This is an optimization exercise on Yosys and OpenROAD, whose aim is a short achievable clock period and few clock cycles, not a production implementation.
Function was checked by simulation only, so behaviour that the tests miss may differ from the original.
Power figures rest on the tool's default switching activity, not on a simulated workload.

$ cat flow/run.sh
#!/bin/bash
# synth_recipe.tcl (not shown) runs the flow's synth.tcl, then flattens the netlist and writes it again
# the make line also repeats each setting of config.mk as NAME=value (left out here)
make -C /OpenROAD-flow-scripts/flow DESIGN_CONFIG=/design/flow/config.mk WORK_HOME=/design/flow/orfs CLKGATE_MAP_FILE= SYNTH_SCRIPT=/design/flow/synth_recipe.tcl finish
$ cat flow/constraint.sdc
create_clock -name core_clock -period 7.5 [get_ports {clk}]
set_input_delay 1.5000 -clock core_clock [delete_from_list [all_inputs] [get_ports {clk}]]
set_output_delay 1.5000 -clock core_clock [all_outputs]
set_load 0.01 [all_outputs]
$ cat flow/design.v
module SingleCycle_MIPS(
    clk,
    rst_n,
    IR_addr,
    IR,
    ReadDataMem,
    CEN,
    WEN,
    A,
    ReadData2,
    OEN
);
    input         clk, rst_n;
    input  [31:0] IR;
    output [31:0] IR_addr;
    input  [31:0] ReadDataMem;
    output        CEN;
    output        WEN;
    output  [6:0] A;
    output [31:0] ReadData2;
    output        OEN;
    reg  [9:0]  pc_F;            
    reg  [9:0]  pci_F;           
    reg         v_R;
    reg  [31:0] ir_R;
    reg  [9:0]  pc_R;
    reg  [9:0]  bt_R, pn_R;
    reg         pt_R, pv_R;
    reg  [5:0]  pi_R;
    reg  [1:0]  pc2_R;
    reg  [31:0] s1_R, s2_R;      
    reg         byA, byB;        
    reg         bmA, bmB;        
    reg         v_D;
    reg  [31:0] ir_D;
    reg  [9:0]  pc_D;
    reg  [9:0]  bt_D;            
    reg  [9:0]  pn_D;            
    reg         pt_D;            
    reg         pv_D;            
    reg  [5:0]  pi_D;            
    reg  [1:0]  pc2_D;
    reg  [31:0] rA, rB;          
    reg         hzA, hzB;        
    reg         mAl, mBl;        
    reg         mAe, mBe;        
    reg         we_E;            
    reg  [4:0]  rd_E;
    reg         eLW, eAND, eOR, eARI, eSLT;
    reg         cin_E;           
    reg  [3:0]  ltc_E;           
    reg  [3:1]  eqc_E;           
    reg  [31:0] a_E;
    reg  [31:0] bb_E;            
    reg  [31:0] z1_E, z0_E;      
    reg  [31:0] xl_E;            
    reg  [8:0]  lo_E;            
    reg         cen_E, wen_E;
    reg  [6:0]  addr_E;
    reg  [31:0] sd_E;
    reg         we_M;
    reg  [4:0]  rd_M;
    reg  [31:0] res_M;
    reg  [31:0] rf [0:31];
    reg  [9:0]  ras [0:7];
    reg  [7:0]  fv;
    reg  [9:0]  fkey [0:7];
    reg  [9:0]  ftgt [0:7];
    reg  [2:0]  fnext;
    reg         fpend;           
    reg  [1:0]  pht [0:63];
    reg  [3:0]  ghist;
    reg         bu_v, bu_t;
    reg  [5:0]  bu_i;
    reg  [1:0]  bu_c;
    reg  [1:0]  pp_F;
    reg  [9:0]  ppc_F;
    reg  [5:0]  ppi_F;
    reg  [9:0]  fpkey, fptgt;
    assign IR_addr   = {20'd0, pc_F, 2'b00};
    assign CEN       = cen_E;
    assign WEN       = wen_E;
    assign A         = addr_E;
    assign ReadData2 = sd_E;
    assign OEN       = 1'b0;
    integer i, k;
    wire [32:0] cy;
    ks_carry #(32) u_alu (.g(a_E & bb_E), .p(a_E ^ bb_E), .cin(cin_E), .c(cy));
    wire [31:0] sum   = a_E ^ bb_E ^ cy[31:0];
    wire        slt_E = ltc_E[3] | eqc_E[3] & (ltc_E[2] | eqc_E[2] & (ltc_E[1] | eqc_E[1] & ltc_E[0]));
    wire [31:0] res_E = ({32{eLW}}  & ReadDataMem) |
                        ({32{eAND}} & (a_E & bb_E)) |
                        ({32{eOR}}  & (a_E | bb_E)) |
                        ({32{eARI}} & sum) |
                        {31'd0, eSLT & slt_E};
    wire [9:0]  pc  = pci_F;
    wire [15:0] imm = ir_D[15:0];
    reg  isR, isLW, isSW, isBEQ, isJAL, isJR, wr_D;
    reg  dADD, dSUB, dOR, dSLT, dAND;
    reg  [4:0] dst_D;
    reg  stp_D;
    wire [31:0] vA = rA;
    wire [31:0] vB = rB;
    reg  [31:0] zA, zB;
    always @(*) begin
        zA[0] = z1_E[0];
        zB[0] = z1_E[0];
        for (k = 1; k < 32; k = k + 1) begin
            zA[k] = vB[k-1] ? z1_E[k] : z0_E[k];
            zB[k] = vA[k-1] ? z1_E[k] : z0_E[k];
        end
    end
    wire zeqA, zeqB, xeqA, xeqB, eqAB;
    eq32 u_zA (.a(zA), .b(vB), .eq(zeqA));
    eq32 u_zB (.a(zB), .b(vA), .eq(zeqB));
    eq32 u_xA (.a(xl_E), .b(vB), .eq(xeqA));
    eq32 u_xB (.a(xl_E), .b(vA), .eq(xeqB));
    eq32 u_ab (.a(vA), .b(vB), .eq(eqAB));
    wire eqA = eARI ? zeqA : eSLT ? (~|vB[31:1] & (vB[0] == slt_E)) : xeqA;
    wire eqB = eARI ? zeqB : eSLT ? (~|vA[31:1] & (vA[0] == slt_E)) : xeqB;
    wire beq_eq = (hzA & hzB) | (hzA & ~hzB & eqA) | (~hzA & hzB & eqB) | (~hzA & ~hzB & eqAB);
    wire stall = v_D & stp_D;
    wire go_D  = v_D & ~stall;
    wire [8:0] base = ~hzA ? vA[8:0] : eARI ? lo_E : xl_E[8:0];
    wire [9:0] c_e;
    ks_carry #(9) u_ea (.g(base & imm[8:0]), .p(base ^ imm[8:0]), .cin(1'b0), .c(c_e));
    wire [8:0] ea = base ^ imm[8:0] ^ c_e[8:0];
    wire [10:0] link = {1'b0, pc_D} + 11'd1;
    wire brV = v_D & isBEQ & ~stp_D;                       
    wire brB = brV & ~(v_R & (pc_R == bt_D));              
    wire brN = brV & pt_D;                                 
    wire rdJ = v_D & isJR & ~hzA & ~(v_R & (pc_R == vA[11:2]));
    wire rdo = rdJ | stall;
    wire [9:0] rdo_pc = stall ? pc_D : vA[11:2];
    wire redir = beq_eq ? (brB | rdo) : (brN | rdo);
    wire [31:0] e_early = eSLT ? {31'd0, slt_E} : xl_E;
    wire [31:0] sA  = mAl ? ReadDataMem : mAe ? e_early : vA;
    wire [31:0] sB  = mBl ? ReadDataMem : mBe ? e_early : vB;
    wire [31:0] fA  = isJAL ? {19'd0, link, 2'b00} : sA;
    wire [31:0] fB  = isJAL ? 32'd0 : sB;
    wire [31:0] fBB = dSUB ? ~fB : fB;
    wire [3:0] ltc_D = {{~sA[31], sA[30:24]} < {~sB[31], sB[30:24]},
                        sA[23:16] < sB[23:16], sA[15:8] < sB[15:8], sA[7:0] < sB[7:0]};
    wire [3:1] eqc_D = {sA[31:24] == sB[31:24], sA[23:16] == sB[23:16], sA[15:8] == sB[15:8]};
    wire [31:0] fp = fA ^ fBB;
    wire [31:0] fg = fA & fBB;
    wire [9:0]  c_o;
    wire [8:0]  vBB = dSUB ? ~vB[8:0] : vB[8:0];
    ks_carry #(9) u_lo (.g(vA[8:0] & vBB), .p(vA[8:0] ^ vBB), .cin(dSUB), .c(c_o));
    wire f_j  = (IR[31:27] == 5'b00001);      
    wire f_jj = (IR[31:26] == 6'h02);         
    wire f_jr = (IR[31:26] == 6'h00) & (IR[5:0] == 6'h08);
    wire [10:0] c_sq;
    ks_carry #(10) u_sq (.g(10'd0), .p(pc), .cin(1'b1), .c(c_sq));
    wire [9:0] pc_seq = pc ^ c_sq[9:0];
    wire [9:0] link_R = pc_R + 10'd1;
    wire [9:0] ras_top = (v_R & r_JAL) ? link_R :
                         (v_R & r_JR)  ? ((v_D & isJAL) ? ras[0] : (v_D & isJR) ? ras[2] : ras[1]) :
                         (v_D & isJAL) ? link[9:0] : (v_D & isJR) ? ras[1] : ras[0];
    reg        fhit, fdup;
    reg  [9:0] fpred;
    always @(*) begin
        fhit = 1'b0; fdup = 1'b0; fpred = 10'd0;
        for (k = 0; k < 8; k = k + 1) begin
            if (fv[k] && fkey[k] == pc) begin fhit = 1'b1; fpred = fpred | ftgt[k]; end
            if (fv[k] && fkey[k] == fpkey) fdup = 1'b1;
        end
    end
    reg  [31:0] rf_A, rf_B;
    always @(*) begin
        rf_A = 32'd0;
        rf_B = 32'd0;
        for (k = 0; k < 32; k = k + 1) begin
            rf_A = rf_A | ({32{s1_R[k]}} & rf[k]);
            rf_B = rf_B | ({32{s2_R[k]}} & rf[k]);
        end
    end
    wire [31:0] nA = byA ? res_E : bmA ? res_M : rf_A;
    wire [31:0] nB = byB ? res_E : bmB ? res_M : rf_B;
    wire       pv_F = (pc == ppc_F);                       
    wire       pt_F = (IR[31:26] == 6'h04) & pv_F & pp_F[1];
    wire [10:0] c_bt;
    ks_carry #(10) u_bt (.g(pc & IR[9:0]), .p(pc ^ IR[9:0]), .cin(1'b1), .c(c_bt));
    wire [9:0] bt_F = pc ^ IR[9:0] ^ c_bt[9:0];
    wire [9:0] pc_pred = f_j ? IR[9:0] : f_jr ? ras_top : pt_F ? bt_F : fhit ? fpred : pc_seq;
    wire [9:0] nxb = rdo ? rdo_pc : pc_pred;
    wire [9:0] nx0 = brN ? pn_D : nxb;                     
    wire [9:0] nx1 = brB ? bt_D : nxb;                     
    wire [9:0] pc_nx = beq_eq ? nx1 : nx0;
    wire [5:0] pre_i = pc_seq[5:0] ^ {ghist, 2'b00};
    wire uA = ~(ir_R[31:27] == 5'b00001);    
    wire hzA_n = uA & v_D & wr_D & (ir_R[25:21] == dst_D);
    wire hzB_n = uA & v_D & wr_D & (ir_R[20:16] == dst_D);
    always @(posedge clk or negedge rst_n) begin
        if (~rst_n) begin
            pci_F <= 10'd0;
            v_R <= 1'b0; v_D <= 1'b0; we_E <= 1'b0; we_M <= 1'b0;
            for (i = 0; i < 32; i = i + 1) rf[i] <= 32'd0;
            fv <= 8'd0; fnext <= 3'd0; fpend <= 1'b0;
            for (i = 0; i < 64; i = i + 1) pht[i] <= 2'b01;
            ghist <= 4'd0; bu_v <= 1'b0;
        end else begin
            pci_F <= pc_nx;
            v_R <= ~redir;
            v_D <= v_R & ~redir;
            bu_v <= brV & pv_D;
            if (bu_v) begin
                ghist <= {ghist[2:0], bu_t};
                pht[bu_i] <= bu_t ? (bu_c == 2'b11 ? 2'b11 : bu_c + 2'b01)
                                  : (bu_c == 2'b00 ? 2'b00 : bu_c - 2'b01);
            end
            fpend <= f_jj;
            if (fpend && !fdup) begin
                fv[fnext] <= 1'b1;
                fnext     <= fnext + 3'd1;
            end
            we_E  <= go_D & wr_D;
            we_M  <= we_E;
            if (we_M)
                for (i = 0; i < 32; i = i + 1)
                    if (i == rd_M) rf[i] <= res_M;
        end
    end
    wire [5:0] r_op = ir_R[31:26];
    wire [5:0] r_fn = ir_R[5:0];
    wire r_R   = (r_op == 6'h00);
    wire r_LW  = (r_op == 6'h23);
    wire r_SW  = (r_op == 6'h2b);
    wire r_BEQ = (r_op == 6'h04);
    wire r_JAL = (r_op == 6'h03);
    wire r_JR  = r_R & (r_fn == 6'h08);
    wire r_ADD = r_R & (r_fn[3:0] == 4'b0000);
    wire r_SUB = r_R & (r_fn[3:0] == 4'b0010);
    wire r_OR  = r_R & (r_fn[3:0] == 4'b0101);
    wire r_SLT = r_R & (r_fn[3:0] == 4'b1010);
    always @(posedge clk) begin
        pc_F  <= rst_n ? pc_nx : 10'd0;
        ir_R  <= IR;
        for (i = 0; i < 32; i = i + 1) begin
            s1_R[i] <= (IR[25:21] == i);
            s2_R[i] <= (IR[20:16] == i);
        end
        byA   <= v_D & wr_D & (IR[25:21] == dst_D);
        byB   <= v_D & wr_D & (IR[20:16] == dst_D);
        bmA   <= we_E & (IR[25:21] == rd_E);
        bmB   <= we_E & (IR[20:16] == rd_E);
        pc_R  <= pc;
        bt_R  <= bt_F;
        pn_R  <= pc_seq;
        pt_R  <= pt_F;
        pv_R  <= pv_F;
        pi_R  <= ppi_F;
        pc2_R <= pp_F;
        bt_D  <= bt_R;
        pn_D  <= pn_R;
        pt_D  <= pt_R;
        pv_D  <= pv_R;
        pi_D  <= pi_R;
        pc2_D <= pc2_R;
        bu_t  <= beq_eq;
        bu_i  <= pi_D;
        bu_c  <= pc2_D;
        pp_F  <= pht[pre_i];
        ppc_F <= pc_seq;
        ppi_F <= pre_i;
        isR   <= r_R;
        isLW  <= r_LW;
        isSW  <= r_SW;
        isBEQ <= r_BEQ;
        isJAL <= r_JAL;
        isJR  <= r_JR;
        stp_D <= (hzA_n & r_JR) |
                 (hzA_n & (dADD | dSUB | isJAL) & r_R) |
                 (hzB_n & (dADD | dSUB | isJAL) & (r_R | r_SW)) |
                 (hzA_n & ~(dADD | dSUB | dAND | dOR) & (r_LW | r_SW)) |
                 (hzA_n & (dADD | dSUB) & (hzA | hzB) & (r_LW | r_SW)) |
                 ((hzA_n | hzB_n) & isLW & r_BEQ);
        wr_D  <= r_R | r_LW | r_JAL;
        dst_D <= r_JAL ? 5'd31 : r_R ? ir_R[15:11] : ir_R[20:16];
        dADD  <= r_ADD;
        dSUB  <= r_SUB;
        dOR   <= r_OR;
        dSLT  <= r_SLT;
        dAND  <= r_R & ~r_ADD & ~r_SUB & ~r_OR & ~r_SLT;
        hzA  <= hzA_n;
        hzB  <= hzB_n;
        mAl  <= hzA_n & isLW;
        mBl  <= hzB_n & isLW;
        mAe  <= hzA_n & ~isLW;
        mBe  <= hzB_n & ~isLW;
        rA   <= nA;
        rB   <= nB;
        ir_D <= ir_R;
        pc_D <= pc_R;
        fpkey <= pc - 10'd1;
        fptgt <= IR[9:0];
        if (fpend && !fdup) begin
            fkey[fnext] <= fpkey;
            ftgt[fnext] <= fptgt;
        end
        if (go_D & isJAL) begin
            for (i = 7; i > 0; i = i - 1) ras[i] <= ras[i-1];
            ras[0] <= link[9:0];
        end else if (go_D & isJR) begin
            for (i = 0; i < 7; i = i + 1) ras[i] <= ras[i+1];
        end
        rd_E  <= dst_D;
        eLW   <= isLW;
        eAND  <= dAND;
        eOR   <= dOR;
        eARI  <= dADD | dSUB | isJAL;
        eSLT  <= dSLT;
        cin_E <= dSUB;
        ltc_E <= ltc_D;
        eqc_E <= eqc_D;
        a_E   <= fA;
        bb_E  <= fBB;
        z1_E  <= fp ^ {fg[30:0], dSUB};
        z0_E  <= fp ^ {fg[30:0] | fp[30:0], dSUB};
        xl_E  <= dAND ? fg : (fA | fBB);
        lo_E  <= vA[8:0] ^ vBB ^ c_o[8:0];
        addr_E <= ea[8:2];
        cen_E <= ~(go_D & (isLW | isSW));
        wen_E <= ~(go_D & isSW);
        sd_E  <= sB;
        rd_M  <= rd_E;
        res_M <= res_E;
    end
endmodule
module ks_carry #(parameter W = 32) (
    input  [W-1:0] g,
    input  [W-1:0] p,
    input          cin,
    output [W:0]   c
);
    reg [W-1:0] G, P, Gn, Pn;
    integer i, d;
    always @(*) begin
        G = g; P = p;
        for (d = 1; d < W; d = d * 2) begin
            for (i = 0; i < W; i = i + 1)
                if (i >= d) begin
                    Gn[i] = G[i] | (P[i] & G[i-d]);
                    Pn[i] = P[i] & P[i-d];
                end else begin
                    Gn[i] = G[i];
                    Pn[i] = P[i];
                end
            G = Gn; P = Pn;
        end
    end
    assign c = {G | (P & {W{cin}}), cin};
endmodule
module eq32 (
    input  [31:0] a,
    input  [31:0] b,
    output        eq
);
    assign eq = ~|(a ^ b);
endmodule
$ cat flow/config.mk
export PLATFORM = sky130hd
export DESIGN_NAME = SingleCycle_MIPS
export DESIGN_NICKNAME = SingleCycle_MIPS
export VERILOG_FILES = /design/flow/design.v
export SDC_FILE = /design/flow/constraint.sdc
export NUM_CORES = 8
export LEC_CHECK = 0
export ABC_AREA = 1
export CAP_MARGIN = 20
export CORE_MARGIN = 2
export CORE_UTILIZATION = 40
export CTS_CLUSTER_DIAMETER = 150
export CTS_CLUSTER_SIZE = 25
export SETUP_SLACK_MARGIN = 5.0
export SLEW_MARGIN = 20
==> flow_summary.toml, run 1 <==
[sta]
timing.final.crit_share_pct = 38.0
finClkSkew_ps = 59.7
tns_ps = 0
rsz0062_at_grt = "yes"
finalCriticalPeriod_ps = 2850
slew_headroom_pct = 18.1
worst_pin_slew_ps = 1230
setup_viol = 0
fmax_mhz = 351
hold_viol_final = 0
maxSlewViolCount = 0

[clocking]
holdBufCountCts = 0
cts_buffers = 90
cts_max_path_buffers = 3
cts_tree = "built"
clock_latency_ps = 810
cts-root-buf = "clkbuf_16"
path_clk_slew_ps = 110
h-tree-depth = 3
cts.sinks = 1994

[layout]
layout_common_cells = "nand2_1, o21ai_0, dfrtp_1"
post-route-util_pct = 46.7
nets = 12700
syn2layout_area_growth_pct = 16.4
final_layout_size_suffix_gt1_share_pct = 15.3
final_common_cell = "nand2_1"
final_cells = 15600
num-fill-cells = 23500
design_area_mm2 = 0.113

[worst_setup_path]
timing.rr.start = "pci_F[3]"
critPathMaxFanout = 6
crit_path_end_kind = "register"
ff2ff_setup_slack_ps = 4650
r2r-end = "pp_F[1]"
reg2regPathDepth = 18
start_kind = "register"
critical_path_required_ps = 8180
arrival_ps = 3530
critPathKind = "reg -> reg"

[worst_hold_path]
hold_path_startpoint = "pi_D[2]"
hold_depth = 0
hp-class = "reg -> reg"
whs_endpoint = "bu_i[2]"

[yosys]
synth_seq_cells = 1994
synth_cells = 12300
ys_types = 69
avgSynthCellArea_um2 = 7.91
synth-main-ff-cell = "dfrtp_1"
syn_area_mm2 = 0.0973
synth-edff-count = 240
yosysTopAreaCellShare_pct = 28.8
synth_area_leaders = "dfrtp_1, nand2_1, dfxtp_1"
yosysWarnings = 7
async_flop_share_pct = 59.3
synth-seq-area-share_pct = 49.7
yosys.area.top_type = "dfrtp_1"

[routing]
first_iter_violations = 13900
vias = 93800
drtPass1Iterations = 6
vias_per_cell = 6.00
drc = 0
ant_nets = 0
wl_per_cell_um = 28.4
drt-total-wl_mm = 444

[flow_run]
cap_violations = 0

[grt]
grt_pass1_vias = 86900
grt_max_degree = 182
grt_pass1_wl_mm = 620
track_usage_pct = 34.2
grt_overflow = 0
antenna_found_initial = 39

[die]
die_width_um = 497
start_util_pct = 40.1
core_area_mm2 = 0.243
dieArea_mm2 = 0.247
io_pins = 140
fp.dieH_um = 497
num_rows = 181

[power]
vdd_drop_max_v = 0.000169
powerDensity_mw_per_mm2 = 198
leakage_nw = 48.4

[placement]
dp_cells = 15100
dp_hpwl_mm = 275
gp_congestion = 0.988
place_area_mm2 = 0.102
port_buffers = 115

[status]
status = "finished clean"
==> how the worst max path moves through the flow <==
stage	slack, ps	endpoint	depth (start not counted)	from
after floorplan	4490	pc_F[3]	16	IR[1]
after global placement	3330	pc_F[2]	17	IR[0]
after detailed placement	3340	pc_F[1]	15	IR[5]
after CTS	4620	A[0]	1	addr_E[0]
after global routing	4540	pc_F[5]	19	pci_F[0]
final	4650	pp_F[1]	18	pci_F[3]
==> power breakdown <==
part | internal (mW) | total [mW] | leakage, nW | switching [mW]
logic | 1.57 | 4.59 | 23.9 | 3.02
clock network | 2.37 | 6.11 | 1.26 | 3.74
registers | 11.3 | 11.8 | 23.2 | 0.462
==> what timing repair did <==
action,in CTS,in global routing
pin swaps,226,231
buffers inserted,209,127
endpoints found under the setup margin,1166,971
gates resized for setup,1275,537
cloned,18,9
hold endpoints to repair,0,0
==> logic make-up after synthesis <==
logic type / after synthesis / synth area share [%]
AO/OA/AOI/OAI: 2375 / 14.0
XOR/XNOR: 251 / 2.32
adder cells (fa/ha/maj): 228 / 2.94
buffers and inverters: 1480 / 5.94
flip-flops: 1994 / 49.7
multiplexers: 1 / 0.0116
other: 1 / 0.00385
AND/OR/NAND/NOR: 5968 / 25.1
==> routing by layer <==
layer  wire (µm)  global-route usage [%]  up-vias
met5         231                  0.0772        -
met4       32200                    19.1       36
met3       57900                    10.4     1658
met2      186000                    50.5     6354
met1      169000                    44.6    45000
li1            -                       -    40800
==> stage by stage <==
step	total power, mW	hold slack (ps)	setup slack (ps)
2_1_floorplan	13.7	310	4490
3_3_place_gp	15.2	312	3330
3_5_place_dp	15.3	312	3340
4_1_cts	22.0	335	4620
5_1_grt	23.1	337	4540
6_report	22.5	330	4650
==> synthesized netlist by cell type, types with 116 or more instances <==
| master | instances |
|---|---|
| a21oi_1 | 369 |
| a221oi_1 | 116 |
| clkbuf_1 | 596 |
| dfxtp_1 | 571 |
| inv_1 | 746 |
| ha_1 | 227 |
| dfrtp_1 | 1119 |
| edfxtp_1 | 240 |
| xor2_1 | 157 |
| nor2_1 | 706 |
| nand4_1 | 333 |
| nand2_1 | 4177 |
| o21ai_0 | 1449 |
| nand3_1 | 506 |
| a22o_1 | 117 |
==> critical path, cell delays in order, from the launching register on <==
cell and delay (ps):
dfrtp_1 390, buf_12 160, clkinvlp_4 100, buf_8 150, nor3_4 190, inv_2 70, nand2_4 130, xor2_4 290
inv_8 130, nand2_8 130, nor2_2 70, nand2_2 100, nand2_1 70, a211oi_2 240, nand2_1 90, nor2_1 90
nand2_1 70, nor2_2 160, nand2_1 70
==> sequential cells by signal, indices dropped and copies added (netlist names), 31 cells and up <==
signal / flops
a_E: 32
bb_E: 32
fkey: 80
ftgt: 80
pht: 128
rA: 32
rB: 32
ras: 80
res_M: 32
rf: 1024
s1_R: 32
s2_R: 32
sd_E: 32
xl_E: 32
z0_E: 32
z1_E: 31
==> area by class of cell <==
class	count	area, µm²	area share, %
clock inverter	7	98.8	0.0872
tap	3202	4010	3.54
clock buffer	153	2550	2.25
antenna	17	42.5	0.0375
sequential	1994	48900	43.1
inverter	771	3190	2.82
timing repair inverter	3	15.0	0.0132
timing repair buffer	639	6490	5.73
multi-input combinational	8863	48000	42.4
Testbench counts, summed over its fixed seeds: cycles 81,967.
==> run 2, diff against run 1 <==
--- a/flow/config.mk
+++ b/flow/config.mk
@@ -11,4 +11,4 @@
 export CORE_UTILIZATION = 40
-export CTS_CLUSTER_DIAMETER = 150
-export CTS_CLUSTER_SIZE = 25
+export CTS_CLUSTER_DIAMETER = 120
+export CTS_CLUSTER_SIZE = 20
 export SETUP_SLACK_MARGIN = 5.0
==> run 2 against run 1 <==
Still clean on timing, DRC and antenna. Sequential share of layout area decreased by 0.20 points. Final cell count increased by 0.19%. Hold slack got worse by 7.7 ps. First-iteration DRC count decreased by 2.2%. Non-clock buffer count decreased by 10. Cell area increased by 0.42%. Flip-flop and latch count unchanged. Utilization increased by 0.20 points. Die area unchanged. Via count about the same. Synthesized cell count unchanged. Largest power group unchanged.
==> flow_summary.toml, run 2 <==
[routing]
vias_per_cell = 5.99
drc = 0
drt-total-wl_mm = 444
ant_nets = 0
vias = 93900
first_iter_violations = 13600
dr_wl_met2_mm = 185
wl_met3_mm = 57.3
met1_length_mm = 169
wl_per_cell_um = 28.3
drtPass1Iterations = 9
highest_layer = "met5"

[sta]
tns_ps = 0
worst_pin_slew_ps = 1220
finClkSkew_ps = 38.5
rsz0062_at_grt = "yes"
fmax_mhz = 340
timing.final.crit_share_pct = 39.2
finalCriticalPeriod_ps = 2940
hold_viol_final = 0
setup_viol = 0
slew_headroom_pct = 18.6
maxSlewViolCount = 0

[yosys]
yosys.area.top_type = "dfrtp_1"
synth_seq_cells = 1994
synth_cells = 12300
async_flop_share_pct = 59.3
synth_area_leaders = "dfrtp_1, nand2_1, dfxtp_1"
synth_commonest_cells = "nand2_1, o21ai_0, dfrtp_1"
yosysTopAreaCellShare_pct = 28.8
synth-seq-area-share_pct = 49.7
synth-edff-count = 240
yosysMostFrequentCell = "nand2_1"
syn_area_mm2 = 0.0973
avgSynthCellArea_um2 = 7.91
synth-main-ff-cell = "dfrtp_1"
yosysWarnings = 7
ys_types = 69

[power]
p_int_mw = 15.7
netSwitchingFraction_pct = 31.8
powerDensity_mw_per_mm2 = 203
power_switching_mw = 7.34
p_clk_share_pct = 29.7
vdd_drop_max_v = 0.000236
p_total_mw = 23.1
leakage_nw = 48.7
comb_power_share_pct = 19.3
seqPwrFrac_pct = 51.0

[worst_setup_path]
crit_path_end_kind = "register"
slowest_stage = "dfrtp_1"
arrival_ps = 3670
slowest_delay_ps = 390
critPathMaxFanout = 8
ff2ff_setup_slack_ps = 4560
critical_path.cell_chain = "buf_12, clkinvlp_4, buf_8, nor3_4, inv_2, nand2_4, xor2_4, clkinv_4, buf_12, nand2_8, inv_2, nand2_2, inv_2, nand2_1, nand3_2, nor3_4, nand4_1, nor2_2, nand2_1"
critPathKind = "reg -> reg"
critical_path_required_ps = 8230
start_kind = "register"
cp_common_cell = "inv_2"

[layout]
num-fill-cells = 23500
final_cells = 15700
final_common_cell = "nand2_1"
layout_common_cells = "nand2_1, o21ai_0, dfrtp_1"
syn2layout_area_growth_pct = 16.9
largest_register_ffs = 1024
nets = 12700
top_regs = "rf: 1024 flops, pht: 128 flops"
final_layout_size_suffix_gt1_share_pct = 15.0
regMostFlops = "rf"
post-route-util_pct = 46.9
design_area_mm2 = 0.114

[clocking]
cts-root-buf = "clkbuf_16"
path_clk_slew_ps = 100
cts.sinks = 1994
cts_buffers = 110
cts_max_path_buffers = 3
h-tree-depth = 3
holdBufCountCts = 0
clock_latency_ps = 860
cts_tree = "built"

[die]
fp.dieH_um = 497
io_pins = 140
start_util_pct = 40.1
num_rows = 181
die_width_um = 497
dieArea_mm2 = 0.247
core_area_mm2 = 0.243

[grt]
track_usage_pct = 34.5
antenna_found_initial = 29
grt_max_degree = 182
grt_overflow = 0
grt_pass1_vias = 87500
grt_pass1_wl_mm = 624

[flow_run]
cap_violations = 0

[placement]
dp_cells = 15100
gp_congestion = 0.988
place_area_mm2 = 0.102
dp_hpwl_mm = 275
port_buffers = 115

[worst_hold_path]
hp-class = "reg -> reg"

[status]
status = "finished clean"
[run 2: cell counts after synthesis]
No cell type changed its count.
[run 2: layout make-up]
cell class / count / area, µm² / area share, %
flip-flops and latches: 1994 / 48900 / 42.9
clock inverters: 10 / 184 / 0.162
well taps: 3202 / 4010 / 3.52
repair buffers: 629 / 6510 / 5.72
repair inverters: 3 / 15.0 / 0.0132
clock buffers: 196 / 3130 / 2.75
multi-input cells: 8859 / 47900 / 42.1
diodes: 14 / 35.0 / 0.0308
inverters: 771 / 3180 / 2.79
[run 2: worst max-delay path, delay by kind of cell (launching register included)]
family	cells	cell delay [ps]
XOR/XNOR	1	250
AND/OR/NAND/NOR	10	1300
buffers and inverters	8	860
flip-flops	1	390
[run 2: what timing repair did]
| item | 4_1_cts | 5_1_grt |
|---|---|---|
| buffers inserted | 209 | 116 |
| resized for setup | 1252 | 525 |
| pin swaps | 232 | 213 |
| setup endpoints to repair | 1148 | 834 |
| gates cloned | 20 | 4 |
| endpoints found under the hold margin | 0 | 0 |
[run 2: power by group through the flow]
stage	Combinational [mW]	Clock, mW	Sequential, mW
floorplan	1.95	0	11.8
detailed placement	3.29	0	12.0
CTS	4.02	6.88	11.8
finish	4.46	6.85	11.8
global route	4.68	7.27	11.8
global placement	3.28	0	12.0
[run 2: through the flow]
stage	setup WS [ps]	hold slack, ps
2_1_floorplan	4490	310
3_3_place_gp	3330	312
3_5_place_dp	3340	312
4_1_cts	4600	329
5_1_grt	4520	335
6_report	4560	322
[run 2: worst paths after layout]
check | start | endpoint | cells past startpoint
max in group asynchronous | rst_n | pht[22][1] | 3
hold / removal | pc2_R[0] | pc2_D[0] | 0
setup / recovery | pci_F[3] | pp_F[1] | 19
hold reg to reg | pc2_R[0] | pc2_D[0] | 0
setup reg to reg | pci_F[3] | pp_F[1] | 19
min in group asynchronous | rst_n | rf[12][25] | 1
[run 2: kinds of logic (layout without fill, tap and decap cells)]
group,count (synthesis),in the layout,share of synthesized area [%]
buffers and inverters,1480,1609,5.94
DFF,1994,1994,49.7
adders and majority gates,228,228,2.94
muxes,1,1,0.0116
and+or+nand+nor,5968,5981,25.1
AOI/OAI and AO/OA,2375,2375,14.0
other,1,37,0.00385
xor gates and xnor gates,251,251,2.32
[run 2: metal layers]
layer | global-route usage (%) | up-vias
met5 | 0.386 | -
met1 | 44.6 | 45000
met3 | 11.1 | 1661
met4 | 19.8 | 26
met2 | 50.6 | 6388
li1 | - | 40800
==> run 3, diff against run 2 <==
--- a/flow/design.v
+++ b/flow/design.v
@@ -129,3 +129,5 @@
     wire brV = v_D & isBEQ & ~stp_D;                       
-    wire brB = brV & ~(v_R & (pc_R == bt_D));              
+    wire brT = brV & ~(v_R & (pc_R == bt_D));
+    wire brK = brT & (pc == bt_D);                         
+    wire brB = brT & ~(pc == bt_D);                        
     wire brN = brV & pt_D;                                 
@@ -180,3 +182,3 @@
     wire       pv_F = (pc == ppc_F);                       
-    wire       pt_F = (IR[31:26] == 6'h04) & pv_F & pp_F[1];
+    wire       pt_F = (IR[31:26] == 6'h04) & pv_F & pp_F[1] & (IR[15:0] != 16'd1);
     wire [10:0] c_bt;
@@ -204,3 +206,3 @@
             v_R <= ~redir;
-            v_D <= v_R & ~redir;
+            v_D <= v_R & ~redir & ~(beq_eq & brK);
             bu_v <= brV & pv_D;
--- a/flow/config.mk
+++ b/flow/config.mk
@@ -11,4 +11,4 @@
 export CORE_UTILIZATION = 40
-export CTS_CLUSTER_DIAMETER = 120
-export CTS_CLUSTER_SIZE = 20
+export CTS_CLUSTER_DIAMETER = 150
+export CTS_CLUSTER_SIZE = 25
 export SETUP_SLACK_MARGIN = 5.0
==> run 3 against run 2 <==
Still clean on timing, DRC and antenna. Register-to-register slack improved by 60 ps. Final cell count up 0.15%. Flip-flop and latch count did not move. Clock power decreased by 11%. Largest power group unchanged.
==> flow_summary.toml, run 3 <==
[worst_setup_path]
slowest_stage = "dfrtp_2"
ff2ff_setup_slack_ps = 4610
r2r-end = "pc_F[7]"
critical_path.cell_chain = "buf_6, buf_8, inv_12, buf_6, nand2_2, nand2_1, nor2_1, nand2_1, nor2_4, nand2_2, nand2_2, nor2_4, buf_4, buf_6, nand3_2, nand3_2, nand2_2, nand2_1, a21oi_2, nor2_1, nor2_1, nor2_1"
critPathKind = "reg -> reg"
crit_end = "pc_F[7]"
cp-startpoint = "pci_F[0]"
crit_path_end_kind = "register"
reg2regPathDepth = 22
slowest_delay_ps = 540
arrival_ps = 3600
critPathMaxFanout = 8
start_kind = "register"
critical_path_required_ps = 8210
timing.rr.start = "pci_F[0]"

[die]
io_pins = 140
die_width_um = 498
start_util_pct = 40.2
core_area_mm2 = 0.243
num_rows = 181
fp.dieH_um = 498
dieArea_mm2 = 0.248

[layout]
top_regs = "rf: 1024 flops, pht: 128 flops"
num-fill-cells = 23600
final_layout_size_suffix_gt1_share_pct = 15.4
layout_common_cells = "nand2_1, o21ai_0, dfrtp_1"
regMostFlops = "rf"
nets = 12700
final_common_cell = "nand2_1"
largest_register_ffs = 1024
syn2layout_area_growth_pct = 16.6

[yosys]
avgSynthCellArea_um2 = 7.91
synth-seq-area-share_pct = 49.5
synth_fa_ha_area_share_pct = 2.94
syn_area_mm2 = 0.0977
synth_compound_area_share_pct = 13.9
synth_xor_area_share_pct = 2.69
yosys.area_share.simple_pct = 25.0
synth_area_leaders = "dfrtp_1, nand2_1, dfxtp_1"
yosys.area.top_type = "dfrtp_1"
synth_commonest_cells = "nand2_1, o21ai_0, dfrtp_1"
async_flop_share_pct = 59.3
synth-edff-count = 240
yosysMostFrequentCell = "nand2_1"
yosysWarnings = 7
synth_cells = 12300
synth_seq_cells = 1994
yosysTopAreaCellShare_pct = 28.7
synth-main-ff-cell = "dfrtp_1"
synthMuxAreaShare_pct = 0.0115
synth_top_family_by_area = "simple AND/OR/NAND/NOR gates"
ys_types = 66

[placement]
dp_hpwl_mm = 282
dp_slack_ps = 3370
port_buffers = 116
gp_congestion = 0.988

[worst_hold_path]
hold_path_startpoint = "ppi_F[3]"
hp-class = "reg -> reg"

[sta]
hold_viol_final = 0
finClkSkew_ps = 42.4
maxSlewViolCount = 0
worst_pin_slew_ps = 1260
tns_ps = 0
timing.final.crit_share_pct = 38.5
fmax_mhz = 346
setup_viol = 0
rsz0062_at_grt = "yes"
setup_ws_ps = 4610
finalCriticalPeriod_ps = 2890
slew_headroom_pct = 15.3

[power]
p_clk_share_pct = 26.7
powerDensity_mw_per_mm2 = 200
power_switching_mw = 7.53
seqPwrFrac_pct = 51.9
p_int_mw = 15.3
leakage_nw = 49.1
vdd_drop_max_v = 0.000190
comb_power_share_pct = 21.4
netSwitchingFraction_pct = 33.0

[clocking]
cts_tree = "built"
clock_latency_ps = 850
cts_buffers = 89
path_clk_slew_ps = 120
cts.sinks = 1994
h-tree-depth = 3
cts-root-buf = "clkbuf_16"
cts_max_path_buffers = 3

[grt]
grt_max_degree = 147
grt_pass1_wl_mm = 636
antenna_found_initial = 19
grt_overflow = 0
track_usage_pct = 35.1
grt_pass1_vias = 87300

[routing]
ant_nets = 0
vias_per_cell = 5.98
first_iter_violations = 14600
wl_per_cell_um = 28.9
vias = 94000
drc = 0
drtPass1Iterations = 9
drt-total-wl_mm = 453

[flow_run]
cap_violations = 0

[status]
status = "finished clean"
==> run 3: cell count changes after synthesis, moves of 10 or more <==
cell / change
nor2_1: -24
xnor2_1: +13
nand2_1: +39
a21oi_1: -19
a41oi_1: +12
xor2_1: +24
a221oi_1: -16
clkbuf_1: +10
nand4_1: -24
nand3_1: +16
==> run 3: critical path, delay by kind of cell, from the launching register on <==
kind / cells / cell delay, ps
AND/OR/NAND/NOR: 15 / 1390
buffers and inverters: 6 / 690
flip-flops: 1 / 540
AO/OA/AOI/OAI: 1 / 120
==> run 3: kinds of logic after synthesis <==
kind of cell	after synthesis
muxes	1
adders and majority gates	229
and+or+nand+nor	5974
DFF	1994
other	1
xor gates and xnor gates	290
AOI/OAI and AO/OA	2367
buffers and inverters	1491
==> run 3: final cells by class <==
cell class / instances / area (µm²) / area share, %
Inverter: 773 / 3240 / 2.85
Antenna cell: 16 / 40.0 / 0.0351
Tap cell: 3202 / 4010 / 3.52
Clock buffer: 148 / 2490 / 2.19
Multi-Input combinational cell: 8894 / 48500 / 42.5
Timing Repair Buffer: 665 / 6780 / 5.95
Clock inverter: 6 / 78.8 / 0.0692
Timing Repair inverter: 4 / 23.8 / 0.0209
Sequential cell: 1994 / 48800 / 42.9
==> run 3: through the flow <==
step           hold slack (ps)  total power, mW  instances  utilization, %  area [µm²]
6_report                   336             22.8      15700            46.9      114000
5_1_grt                    338             23.5      15700            46.9      114000
2_1_floorplan              310             13.9      12400               -       98700
3_3_place_gp               310             15.6      15200            42.3      103000
4_1_cts                    337             22.5      15600            45.6      111000
3_5_place_dp               312             15.6      15200            42.3      103000
==> run 3: metal layers <==
metal  global-route usage (%)  vias to the layer above  share of wire, %
met4                     18.4                        6               6.7
met5                    0.868                        -             0.057
met2                     51.9                     6287                42
met3                     10.2                     1556                12
met1                     46.3                    45200                39
li1                         -                    40900                 -
==> run 3: timing repair <==
action                     in CTS  in global routing
pin swaps                     169                190
cloned                         19                  8
buffers inserted              223                102
gates resized for setup      1259                525
setup endpoints to repair     914                809
hold buffers                    0                  0
==> run 3: how the worst min path moves through the flow <==
stage | endpoint | slack (ps) | cells after the start
after detailed placement | pc2_D[0] | 310 | 0
after global placement | bt_D[0] | 310 | 0
final | pi_R[3] | 340 | 0
after floorplan | bt_D[0] | 310 | 0
after CTS | pi_R[3] | 340 | 0
after global routing | pi_D[3] | 340 | 0
==> run 3: power by group through the flow <==
stage               registers (mW)  clock network (mW)  logic [mW]
global route                  11.8                6.50        5.13
global placement              12.0                   0        3.56
detailed placement            12.0                   0        3.55
floorplan                     11.8                   0        2.09
CTS                           11.8                6.14        4.56
finish                        11.8                6.09        4.88
Testbench counts of run 3, summed over its fixed seeds: cycles 80,631.
==> run 4, diff against run 3 <==
--- a/flow/design.v
+++ b/flow/design.v
@@ -76,3 +76,5 @@
     reg  [1:0]  pp_F;
-    reg  [9:0]  ppc_F;
+    reg  [9:0]  ppc_F;           
+    reg         ffh_F;           
+    reg  [9:0]  fft_F;           
     reg  [5:0]  ppi_F;
@@ -161,8 +163,8 @@
                          (v_D & isJAL) ? link[9:0] : (v_D & isJR) ? ras[1] : ras[0];
-    reg        fhit, fdup;
-    reg  [9:0] fpred;
+    reg        fhit_n, fdup;
+    reg  [9:0] fpred_n;
     always @(*) begin
-        fhit = 1'b0; fdup = 1'b0; fpred = 10'd0;
+        fhit_n = 1'b0; fdup = 1'b0; fpred_n = 10'd0;
         for (k = 0; k < 8; k = k + 1) begin
-            if (fv[k] && fkey[k] == pc) begin fhit = 1'b1; fpred = fpred | ftgt[k]; end
+            if (fv[k] && fkey[k] == pc) begin fhit_n = 1'b1; fpred_n = fpred_n | ftgt[k]; end
             if (fv[k] && fkey[k] == fpkey) fdup = 1'b1;
@@ -182,2 +184,4 @@
     wire       pv_F = (pc == ppc_F);                       
+    wire       fhit = pv_F & ffh_F;
+    wire [9:0] fpred = fft_F;
     wire       pt_F = (IR[31:26] == 6'h04) & pv_F & pp_F[1] & (IR[15:0] != 16'd1);
@@ -191,3 +195,3 @@
     wire [9:0] pc_nx = beq_eq ? nx1 : nx0;
-    wire [5:0] pre_i = pc_seq[5:0] ^ {ghist, 2'b00};
+    wire [5:0] pre_i = pc[5:0] ^ {ghist, 2'b00};
     wire uA = ~(ir_R[31:27] == 5'b00001);    
@@ -266,2 +270,4 @@
         ppc_F <= pc_seq;
+        ffh_F <= fhit_n;
+        fft_F <= fpred_n;
         ppi_F <= pre_i;
@@ -296,3 +302,3 @@
         pc_D <= pc_R;
-        fpkey <= pc - 10'd1;
+        fpkey <= pc - 10'd2;
         fptgt <= IR[9:0];
==> run 4 against run 3 <==
Via count is 0.70% higher. Setup slack improved by 38 ps. Largest power group unchanged. Clock power down 0.8%.
==> flow_summary.toml, run 4 <==
[status]
status = "finished clean"

[power]
seqPwrFrac_pct = 53.8
power_switching_mw = 6.97
p_int_mw = 15.1
netSwitchingFraction_pct = 31.6
vdd_drop_max_v = 0.000173
p_clk_share_pct = 27.4
leakage_nw = 47.9
comb_power_share_pct = 18.7
p_total_mw = 22.0
powerDensity_mw_per_mm2 = 195

[layout]
final_layout_size_suffix_gt1_share_pct = 14.2
nets = 12600
final_common_cell = "nand2_1"
top_regs = "rf: 1024 flops, pht: 128 flops"
layout_common_cells = "nand2_1, o21ai_0, dfrtp_1"
largest_register_ffs = 1024
regMostFlops = "rf"
syn2layout_area_growth_pct = 14.8

[die]
io_pins = 140
start_util_pct = 40.3
fp.dieH_um = 499
num_rows = 181
dieArea_mm2 = 0.249
core_area_mm2 = 0.244
die_width_um = 499

[sta]
timing.final.crit_share_pct = 38.0
slew_headroom_pct = 20.2
tns_ps = 0
maxSlewViolCount = 0
fmax_mhz = 351
finalCriticalPeriod_ps = 2850
rsz0062_at_grt = "yes"
finClkSkew_ps = 57.8
setup_viol = 0
whs_ps = 298
hold_viol_final = 0
worst_pin_slew_ps = 1200

[clocking]
clock_latency_ps = 820
cts-root-buf = "clkbuf_16"
cts_buffers = 90
holdBufCountCts = 0
cts_tree = "built"
h-tree-depth = 3
path_clk_slew_ps = 120
cts_max_path_buffers = 3
cts.sinks = 2005

[yosys]
synth_compound_area_share_pct = 14.2
yosys.area_share.simple_pct = 24.6
yosys.area.top_type = "dfrtp_1"
avgSynthCellArea_um2 = 7.92
synth_cells = 12400
synth_fa_ha_area_share_pct = 2.93
synth_xor_area_share_pct = 2.36
syn_area_mm2 = 0.0982
synth-main-ff-cell = "dfrtp_1"
yosysTopAreaCellShare_pct = 28.5
synth_area_leaders = "dfrtp_1, nand2_1, dfxtp_1"
synth-seq-area-share_pct = 49.4
yosysWarnings = 7
synth_commonest_cells = "nand2_1, o21ai_0, dfrtp_1"
synth_seq_cells = 2005
synth_top_family_by_area = "simple AND/OR/NAND/NOR gates"
synthMuxAreaShare_pct = 0.0535
synth-edff-count = 240
ys_types = 68
async_flop_share_pct = 59.0
yosysMostFrequentCell = "nand2_1"

[grt]
grt_pass1_vias = 87700
grt_pass1_wl_mm = 614
grt_max_degree = 174
track_usage_pct = 33.5
antenna_found_initial = 25
grt_overflow = 0

[routing]
drc = 0
drtPass1Iterations = 10
first_iter_violations = 13700
vias_per_cell = 6.06
vias = 94600
ant_nets = 0
drt-total-wl_mm = 435
wl_per_cell_um = 27.9

[worst_setup_path]
critical_path.cell_chain = "buf_6"
timing.rr.start = "s1_R[9]"
critPathMaxFanout = 1
ff2ff_setup_slack_ps = 4720
crit_path_end_kind = "output port"
crit_buf_inv = 1
critical_path_required_ps = 6000
critPathKind = "reg -> out"
r2r-end = "rA[7]"
slowest_delay_ps = 420
start_kind = "register"
arrival_ps = 1350
cpLargestDelayFamily = "flip-flops"
slowest_stage = "dfxtp_4"
reg2regPathDepth = 8

[placement]
port_buffers = 116
dp_hpwl_mm = 274
gp_congestion = 0.986

[worst_hold_path]
hold_path_startpoint = "pc2_D[0]"
whs_endpoint = "bu_c[0]"
hp-class = "reg -> reg"
hold_depth = 0

[flow_run]
cap_violations = 0
## run 4: cell count changes in the layout (fill, tap and decap cells not counted), moves of 38 or more
cell      delta
a21oi_1     -39
nand3_1     +59
o22ai_1     +50
inv_1      +104
nand2_1     -54
buf_4       -77
nor2_1     -128
a221oi_1    +38
o21ai_0     +54
## run 4: power by group through the flow
| stage | combinational, mW | sequential, mW | clock, mW |
|---|---|---|---|
| final | 4.12 | 11.9 | 6.04 |
| after global placement | 3.07 | 12.1 | 0 |
| after floorplan | 1.88 | 11.9 | 0 |
| after detailed placement | 3.09 | 12.1 | 0 |
| after global routing | 4.37 | 11.9 | 6.45 |
| after CTS | 3.53 | 11.8 | 6.09 |
## run 4: per-layer routing
metal / share of wire (%) / vias up / GRT usage, %
li1: - / 41000 / -
met1: 39 / 45700 / 44.8
met2: 41 / 6409 / 47.9
met3: 13 / 1497 / 9.28
met4: 7.5 / 30 / 20.1
met5: 0.047 / - / 0.0772
## run 4: area by class of cell
class	count	area, µm²
timing repair buffer	555	5830
fill	23500	131000
multi-input combinational	8810	47700
clock buffer	138	2470
tap	3202	4010
timing repair inverter	1	7.51
sequential	2005	49000
clock inverter	5	91.3
antenna	15	37.5
inverter	874	3500
## run 4: metrics by stage
stage          setup WS (ps)  std cells  cell area (µm²)  utilization, %
2_1_floorplan           4590      12400            99100               -
3_3_place_gp            3240      15200           103000            42.4
3_5_place_dp            3290      15200           103000            42.4
4_1_cts                 4590      15500           109000            44.7
5_1_grt                 4620      15600           113000            46.2
6_report                4650      15600           113000            46.2
## run 4: kinds of logic after synthesis
logic type | after synthesis
buffers and inverters | 1606
flip-flops | 2005
AND/OR/NAND/NOR | 5851
multiplexers | 5
other | 1
adder cells (fa/ha/maj) | 229
XOR/XNOR | 264
AO/OA/AOI/OAI | 2434
## run 4: timing repair
item,CTS,global route
setup buffers,104,115
setup endpoints to repair,977,785
pin swaps,95,220
resized for setup,927,727
gates cloned,8,9
## run 4: worst max path at each step
| stage | from | to | cells after the start |
|---|---|---|---|
| finish | sd_E[11] | ReadData2[11] | 1 |
| global route | sd_E[3] | ReadData2[3] | 1 |
| CTS | sd_E[2] | ReadData2[2] | 1 |
| detailed placement | IR[3] | pc_F[2] | 12 |
| global placement | IR[28] | pc_F[0] | 15 |
| floorplan | IR[1] | pc_F[5] | 16 |
Testbench counts of run 4, summed over its fixed seeds: cycles 80,589.
==> run 5, diff against run 4 <==
--- a/flow/design.v
+++ b/flow/design.v
@@ -60,4 +60,3 @@
     reg  [31:0] sd_E;
-    reg         we_M;
-    reg  [4:0]  rd_M;
+    reg  [31:0] ws_M;            
     reg  [31:0] res_M;
@@ -202,3 +201,3 @@
             pci_F <= 10'd0;
-            v_R <= 1'b0; v_D <= 1'b0; we_E <= 1'b0; we_M <= 1'b0;
+            v_R <= 1'b0; v_D <= 1'b0; we_E <= 1'b0; ws_M <= 32'd0;
             for (i = 0; i < 32; i = i + 1) rf[i] <= 32'd0;
@@ -223,6 +222,5 @@
             we_E  <= go_D & wr_D;
-            we_M  <= we_E;
-            if (we_M)
-                for (i = 0; i < 32; i = i + 1)
-                    if (i == rd_M) rf[i] <= res_M;
+            for (i = 0; i < 32; i = i + 1) ws_M[i] <= we_E & (rd_E == i);
+            for (i = 0; i < 32; i = i + 1)
+                if (ws_M[i]) rf[i] <= res_M;
         end
@@ -333,3 +331,2 @@
         sd_E  <= sB;
-        rd_M  <= rd_E;
         res_M <= res_E;
==> flow/flow/run.sh (new file) <==
#!/bin/bash
set -euo pipefail
here=$(pwd)
bash standard.sh "POST_GLOBAL_PLACE_TCL=$here/flow/move_oflops.tcl" finish > "$here/flow.log" 2>&1
==> flow/flow/move_oflops.tcl (new file) <==
# Move each output port's buffer, and the flip-flop that drives only that buffer, to the
# point of the core nearest the port's pin; detailed placement then legalizes them there.
set block [ord::get_db_block]
set core [$block getCoreArea]
set cx0 [$core xMin]; set cy0 [$core yMin]; set cx1 [$core xMax]; set cy1 [$core yMax]
set moved 0
foreach bterm [$block getBTerms] {
  if {[$bterm getIoType] != "OUTPUT"} { continue }
  set net [$bterm getNet]
  if {$net == "NULL"} { continue }
  set buf ""
  foreach it [$net getITerms] { if {[$it isOutputSignal]} { set buf [$it getInst] } }
  if {$buf == ""} { continue }
  set innet ""
  foreach it [$buf getITerms] { if {[$it isInputSignal] && [$it getNet] != "NULL"} { set innet [$it getNet] } }
  if {$innet == ""} { continue }
  set ff ""
  foreach it [$innet getITerms] { if {[$it isOutputSignal]} { set ff [$it getInst] } }
  if {$ff == ""} { continue }
  if {![string match "*df*" [[$ff getMaster] getName]]} { continue }
  if {[llength [$innet getITerms]] != 2} { continue }
  set bb [$bterm getBBox]
  set px [expr {([$bb xMin] + [$bb xMax]) / 2}]
  set py [expr {([$bb yMin] + [$bb yMax]) / 2}]
  set w [[$ff getMaster] getWidth]
  set h [[$ff getMaster] getHeight]
  set x [expr {min(max($px, $cx0), $cx1 - 2 * $w)}]
  set y [expr {min(max($py, $cy0), $cy1 - 2 * $h)}]
  $buf setLocation $x $y
  $ff setLocation $x $y
  incr moved
}
puts "move_oflops: moved $moved output buffers and flip-flops next to their pins"
==> flow/standard.sh (new file) <==
#!/bin/bash
# synth_recipe.tcl (not shown) runs the flow's synth.tcl, then flattens the netlist and writes it again
# the make line also repeats each setting of config.mk as NAME=value (left out here)
make -C /OpenROAD-flow-scripts/flow DESIGN_CONFIG=/design/flow/config.mk WORK_HOME=/design/flow/orfs CLKGATE_MAP_FILE= SYNTH_SCRIPT=/design/flow/synth_recipe.tcl "${@:-finish}"
removed: flow/run.sh
==> run 5 against run 4 <==
Still clean. Utilization increased by 0.55 points. Register-to-register slack improved by 130 ps. Clock skew shrank 18 ps. Setup slack gained 68 ps. Sequential share of layout area decreased by 1.1 points. First-iteration DRC count up 11%. Synthesized cell count shrank 1.4%. Area after synthesis grew 2.4%. Critical path type unchanged. Largest cell class unchanged.
==> flow_summary.toml, run 5 <==
[layout]
num-fill-cells = 24000
final_common_cell = "nand2_1"
regMostFlops = "rf"
layout_common_cells = "nand2_1, inv_1, dfrtp_1"
nets = 12600
top_regs = "rf: 1024 flops, pht: 128 flops"
syn2layout_area_growth_pct = 16.6
post-route-util_pct = 46.8
final_layout_size_suffix_gt1_share_pct = 18.7
multi_input_area_mm2 = 0.0480
largest_register_ffs = 1024
regArea_mm2 = 0.0497

[worst_setup_path]
arrival_ps = 1280
crit_path_end_kind = "output port"
critical_path_required_ps = 6000
critical_path.cell_chain = "buf_2"
timing.rr.start = "s2_R[21]"
reg2regPathDepth = 8
r2r-end = "rB[22]"
start_kind = "register"
cp-startpoint = "sd_E[17]"
slowest_stage = "dfxtp_1"
slowest_delay_ps = 330
critPathKind = "reg -> out"
ff2ff_setup_slack_ps = 4850
cpLargestDelayFamily = "flip-flops"
crit_buf_inv = 1
critPathMaxFanout = 1

[sta]
finalCriticalPeriod_ps = 2780
timing.final.crit_share_pct = 37.1
setup_viol = 0
maxSlewViolCount = 0
whs_ps = 315
hold_viol_final = 0
worst_pin_slew_ps = 1220
finClkSkew_ps = 39.6
fmax_mhz = 360
tns_ps = 0
rsz0062_at_grt = "yes"
slew_headroom_pct = 18.6

[worst_hold_path]
hold_depth = 0
hp-class = "reg -> reg"
whs_endpoint = "bu_i[4]"
hold_path_startpoint = "pi_D[4]"

[clocking]
clock_latency_ps = 830
cts.sinks = 2031
cts-root-buf = "clkbuf_16"
cts_max_path_buffers = 3
holdBufCountCts = 0
cts_buffers = 91
h-tree-depth = 3
cts_tree = "built"
path_clk_slew_ps = 120

[routing]
drt-total-wl_mm = 474
first_iter_violations = 15200
met1_length_mm = 180
wl_per_cell_um = 30.1
dr_wl_met2_mm = 192
vias_per_cell = 6.09
wl_met3_mm = 65.7
drc = 0
ant_nets = 0
drtPass1Iterations = 9
highest_layer = "met5"
vias = 96100

[die]
dieArea_mm2 = 0.255
fp.dieH_um = 505
num_rows = 184
core_area_mm2 = 0.251
die_width_um = 505
io_pins = 140
start_util_pct = 40.1

[grt]
grt_overflow = 0
grt_pass1_wl_mm = 658
track_usage_pct = 35.6
grt_max_degree = 180
grt_pass1_vias = 89200
antenna_found_initial = 33

[yosys]
yosysWarnings = 7
syn_area_mm2 = 0.101
synth_seq_cells = 2031
async_flop_share_pct = 59.8
synth-main-ff-cell = "dfrtp_1"
yosys.area.top_type = "dfrtp_1"
synth-seq-area-share_pct = 48.9
synth-edff-count = 240
yosysMostFrequentCell = "nand2_1"
synth_area_leaders = "dfrtp_1, nand2_1, dfxtp_1"
avgSynthCellArea_um2 = 8.23
yosysTopAreaCellShare_pct = 28.6
synth_cells = 12200
ys_types = 66
synth_commonest_cells = "nand2_1, inv_1, dfrtp_1"

[power]
leakage_nw = 49.2
vdd_drop_max_v = 0.000179
powerDensity_mw_per_mm2 = 199

[flow_run]
cap_violations = 0

[placement]
dp_hpwl_mm = 300
port_buffers = 116

[status]
status = "finished clean"
## run 5: cell count changes after synthesis, sizes merged, moves of 136 or more
cell and delta:
nand2 -987, inv +498, o21ai -369, mux2 +316, nor2 +198, o22ai +142, nand3 -136
## run 5: per-stage QoR
stage	worst slack [ps]	power (mW)	cell area [µm²]	cells
global route	4690	24.1	117000	15700
global placement	3220	16.1	106000	15200
floorplan	4560	14.3	101000	12200
finish	4720	23.4	117000	15800
detailed placement	3130	16.1	106000	15200
CTS	4680	22.7	113000	15600
## run 5: worst max-delay path by stage
stage	cells past startpoint	slack, ps	end
finish	1	4720	ReadData2[17]
global route	1	4690	IR_addr[2]
CTS	1	4680	IR_addr[8]
detailed placement	14	3130	pc_F[9]
global placement	15	3220	pc_F[5]
floorplan	16	4560	pc_F[5]
## run 5: timing repair
action / CTS / global route
resized for setup: 1102 / 789
endpoints found under the setup margin: 674 / 535
gates cloned: 12 / 7
pin swaps: 137 / 232
buffers inserted: 174 / 138
hold endpoints to repair: 0 / 0
## run 5: final cells by class
| type | instances | area share (%) |
|---|---|---|
| clock buffers | 159 | 2.20 |
| multi-input cells | 8115 | 41.0 |
| repair buffers | 690 | 5.88 |
| flip-flops and latches | 2031 | 42.4 |
| inverters | 1381 | 4.82 |
| diodes | 41 | 0.0875 |
| well taps | 3348 | 3.57 |
| clock inverters | 7 | 0.0971 |
| repair inverters | 2 | 0.0107 |
## run 5: cell families after synthesis
| family | synth area share (%) |
|---|---|
| and+or+nand+nor | 19.7 |
| AOI/OAI and AO/OA | 14.6 |
| buffers and inverters | 8.06 |
| DFF | 48.9 |
| muxes | 3.58 |
| xor gates and xnor gates | 2.26 |
| adders and majority gates | 2.86 |
| other | 0.00373 |
## run 5: per-layer routing
metal / track usage (%) / vias to the layer above
met1: 46.6 / 46400
met2: 50.3 / 7144
met4: 21.6 / 30
met5: 0.0563 / -
li1: - / 40700
met3: 12.3 / 1844
## run 5: power breakdown
| group | total, mW | switching, mW | internal (mW) | leakage, nW |
|---|---|---|---|---|
| clock | 6.23 | 3.82 | 2.42 | 1.28 |
| combinational | 4.99 | 3.32 | 1.67 | 24.3 |
| sequential | 12.2 | 0.560 | 11.6 | 23.6 |
| total | 23.4 | 7.70 | 15.7 | 49.2 |
Testbench counts of run 5, summed over its fixed seeds: cycles 80,589.
==> run 6, diff against run 5 <==
--- a/flow/design.v
+++ b/flow/design.v
@@ -202,3 +202,2 @@
             v_R <= 1'b0; v_D <= 1'b0; we_E <= 1'b0; ws_M <= 32'd0;
-            for (i = 0; i < 32; i = i + 1) rf[i] <= 32'd0;
             fv <= 8'd0; fnext <= 3'd0; fpend <= 1'b0;
@@ -223,4 +222,2 @@
             for (i = 0; i < 32; i = i + 1) ws_M[i] <= we_E & (rd_E == i);
-            for (i = 0; i < 32; i = i + 1)
-                if (ws_M[i]) rf[i] <= res_M;
         end
@@ -332,2 +329,4 @@
         res_M <= res_E;
+        for (i = 0; i < 32; i = i + 1)
+            if (ws_M[i] | ~rst_n) rf[i] <= res_M & {32{rst_n}};
     end
--- a/flow/config.mk
+++ b/flow/config.mk
@@ -11,4 +11,4 @@
 export CORE_UTILIZATION = 40
-export CTS_CLUSTER_DIAMETER = 150
-export CTS_CLUSTER_SIZE = 25
+export CTS_CLUSTER_DIAMETER = 140
+export CTS_CLUSTER_SIZE = 22
 export SETUP_SLACK_MARGIN = 5.0
==> run 6 against run 5 <==
Critical path depth stayed put. Setup slack worse by 42 ps. Area after synthesis is 6.3% lower. Routed wire length is 7.6% lower. Critical endpoint is now ReadData2[21]. Maximum frequency is 1.5% lower. Clock-buffer cell count is 5 higher. Final cell count is 13% lower. Die area is 6.3% lower. Flip-flop and latch count stayed put. Register-to-register slack worse by 70 ps.
==> flow_summary.toml, run 6 <==
[layout]
multi_input_area_mm2 = 0.0395
final_layout_size_suffix_gt1_share_pct = 18.0
top_regs = "rf: 1024 flops, pht: 128 flops"
final_cells = 13700
num-fill-cells = 21700
nets = 10800
largest_register_ffs = 1024
design_area_mm2 = 0.111
regMostFlops = "rf"
final_common_cell = "nand2_1"
layout_common_cells = "nand2_1, edfxtp_1, inv_1"
regArea_mm2 = 0.0548
syn2layout_area_growth_pct = 18.2

[yosys]
synth_seq_cells = 2031
yosys.area.top_type = "edfxtp_1"
synth_area_leaders = "edfxtp_1, nand2_1, dfxtp_1"
syn_area_mm2 = 0.0942
async_flop_share_pct = 9.35
synth-seq-area-share_pct = 57.7
ys_types = 72
yosysWarnings = 7
synth-main-ff-cell = "edfxtp_1"
synth-edff-count = 1264
synth_cells = 10100
avgSynthCellArea_um2 = 9.29
synth_commonest_cells = "nand2_1, edfxtp_1, inv_1"
yosysTopAreaCellShare_pct = 40.3
yosysMostFrequentCell = "nand2_1"

[clocking]
path_clk_slew_ps = 100
clock_latency_ps = 900
cts.sinks = 2031
cts_tree = "built"
cts_buffers = 102
cts_max_path_buffers = 3
holdBufCountCts = 0
cts-root-buf = "clkbuf_16"
h-tree-depth = 3

[sta]
rsz0062_at_grt = "yes"
maxSlewViolCount = 0
fmax_mhz = 354
timing.final.crit_share_pct = 37.6
hold_viol_final = 0
finalCriticalPeriod_ps = 2820
setup_ws_ps = 4680
finClkSkew_ps = 131
worst_pin_slew_ps = 1130
tns_ps = 0
setup_viol = 0
slew_headroom_pct = 25.0

[power]
p_total_mw = 28.6
leakage_nw = 43.8
vdd_drop_max_v = 0.000238
powerDensity_mw_per_mm2 = 257

[worst_setup_path]
critical_path_required_ps = 6000
start_kind = "register"
critical_path.cell_chain = "buf_2"
cpLargestDelayFamily = "flip-flops"
crit_path_end_kind = "output port"
critPathMaxFanout = 1
slowest_delay_ps = 320
critPathKind = "reg -> out"
crit_buf_inv = 1
arrival_ps = 1320
slowest_stage = "dfxtp_1"

[flow_run]
cap_violations = 0

[grt]
grt_pass1_wl_mm = 587
grt_use_met3_pct = 12.5
grt_pass1_vias = 76900
use_met2_pct = 49.4
antenna_found_initial = 34
gr-usage-met1_pct = 45.5
grt_max_degree = 158
grt_busiest_layer = "met2"
track_usage_pct = 34.8
grt_overflow = 0

[die]
fp.dieH_um = 489
io_pins = 140
dieArea_mm2 = 0.239
core_area_mm2 = 0.235
die_width_um = 489
start_util_pct = 40.1
num_rows = 178

[placement]
dp_slack_ps = 2690
place_area_mm2 = 0.0997
dp_cells = 13100
dp_hpwl_mm = 250
port_buffers = 116

[status]
status = "finished clean"

[routing]
drtPass1Iterations = 7
drt-total-wl_mm = 438
wl_per_cell_um = 32.0
first_iter_violations = 14000
vias = 85000
vias_per_cell = 6.21
ant_nets = 0
drc = 0

[worst_hold_path]
hp-class = "reg -> reg"
==> run 6: cell families (layout without fill, tap and decap cells) <==
family                   after synthesis  after routing  synth area share, %
multiplexers                           4              4               0.0452
AND/OR/NAND/NOR                     4955           5000                 22.1
adder cells (fa/ha/maj)              229            229                 3.05
other                                  1             41              0.00398
AO/OA/AOI/OAI                       1348           1348                 9.07
XOR/XNOR                             282            282                 2.65
flip-flops                          2031           2031                 57.7
buffers and inverters               1292           1609                 5.38
==> run 6: stage by stage <==
step / utilization [%] / hold WS [ps]
2_1_floorplan: - / 310
3_3_place_gp: 42.5 / 310
3_5_place_dp: 42.5 / 312
4_1_cts: 45.2 / 329
5_1_grt: 47.4 / 330
6_report: 47.4 / 325
==> run 6: power breakdown <==
group | switching [mW] | internal, mW
Combinational | 5.25 | 2.95
Sequential | 1.01 | 12.9
Clock | 3.87 | 2.59
==> run 6: final timing paths <==
kind | slack, ps | cells past startpoint | endpoint | from
max reg2reg | 4780 | 9 | rB[31] | s2_R[1]
min reg2reg | 330 | 0 | bu_i[5] | pi_D[5]
min | 330 | 0 | bu_i[5] | pi_D[5]
max in group asynchronous | 5530 | 2 | pht[19][1] | rst_n
min in group asynchronous | 630 | 1 | ws_M[21] | rst_n
max | 4680 | 1 | ReadData2[21] | sd_E[21]
==> run 6: layer usage <==
layer | vias to the layer above | routed length [µm]
li1 | 35200 | -
met1 | 40800 | 160000
met2 | 7219 | 176000
met3 | 1807 | 67600
met4 | 22 | 33800
met5 | - | 506
==> run 6: timing repair <==
action / in CTS / in global routing
setup buffers: 136 / 202
endpoints found under the hold margin: 0 / 0
gates resized for setup: 900 / 802
endpoints found under the setup margin: 1576 / 976
gates cloned: 46 / 15
pin swaps: 111 / 231
==> run 6: cell type report <==
| class | count | area share (%) |
|---|---|---|
| sequential | 2031 | 49.2 |
| multi-input combinational | 6886 | 35.4 |
| timing repair buffer | 597 | 5.95 |
| tap | 3150 | 3.54 |
| inverter | 838 | 3.15 |
| clock buffer | 164 | 2.50 |
| clock inverter | 9 | 0.174 |
| antenna | 18 | 0.0404 |
| timing repair inverter | 1 | 0.00449 |
Testbench counts of run 6, summed over its fixed seeds: cycles 80,589.

static timing again, ports no longer ideal:
The results above use ideal ports. As a check the final layouts listed here were re-extracted and re-timed, cells and wires unchanged.
Step 1: set_driving_cell puts a clkbuf_16 on clk and a buf_2 on each other input, an assumption about the parent block.
Step 2 moves the port delays by t, midway between the first and last clock arrival at a register: inputs arrive t later, outputs are due t later. That takes back most of the time a late clock gives input paths.
a / b / c = no drivers / after step 1 / after step 2; a / b = the first two.
run	shift t [ns]	slack for setup (ns)	worst setup path at the end	cell pins on the clock port's net
run 1	0.891	4.647 / 4.575 / 3.970	input to register	1
run 2	0.942	4.558 / 4.541 / 3.941	input to register	1
run 3	0.925	4.613 / 4.568 / 3.997	input to register	1
run 4	0.891	4.652 / 4.559 / 3.958	input to register	1
run 5	0.914	4.720 / 4.616 / 4.063	input to register	1
run 6	0.929	4.678 / 4.580 / 3.998	input to register	1
After both steps setup and hold are still met in every run listed. The setup slack of run 4, which loses most, moves by -0.093 ns with the drivers and by -0.694 ns with both steps.
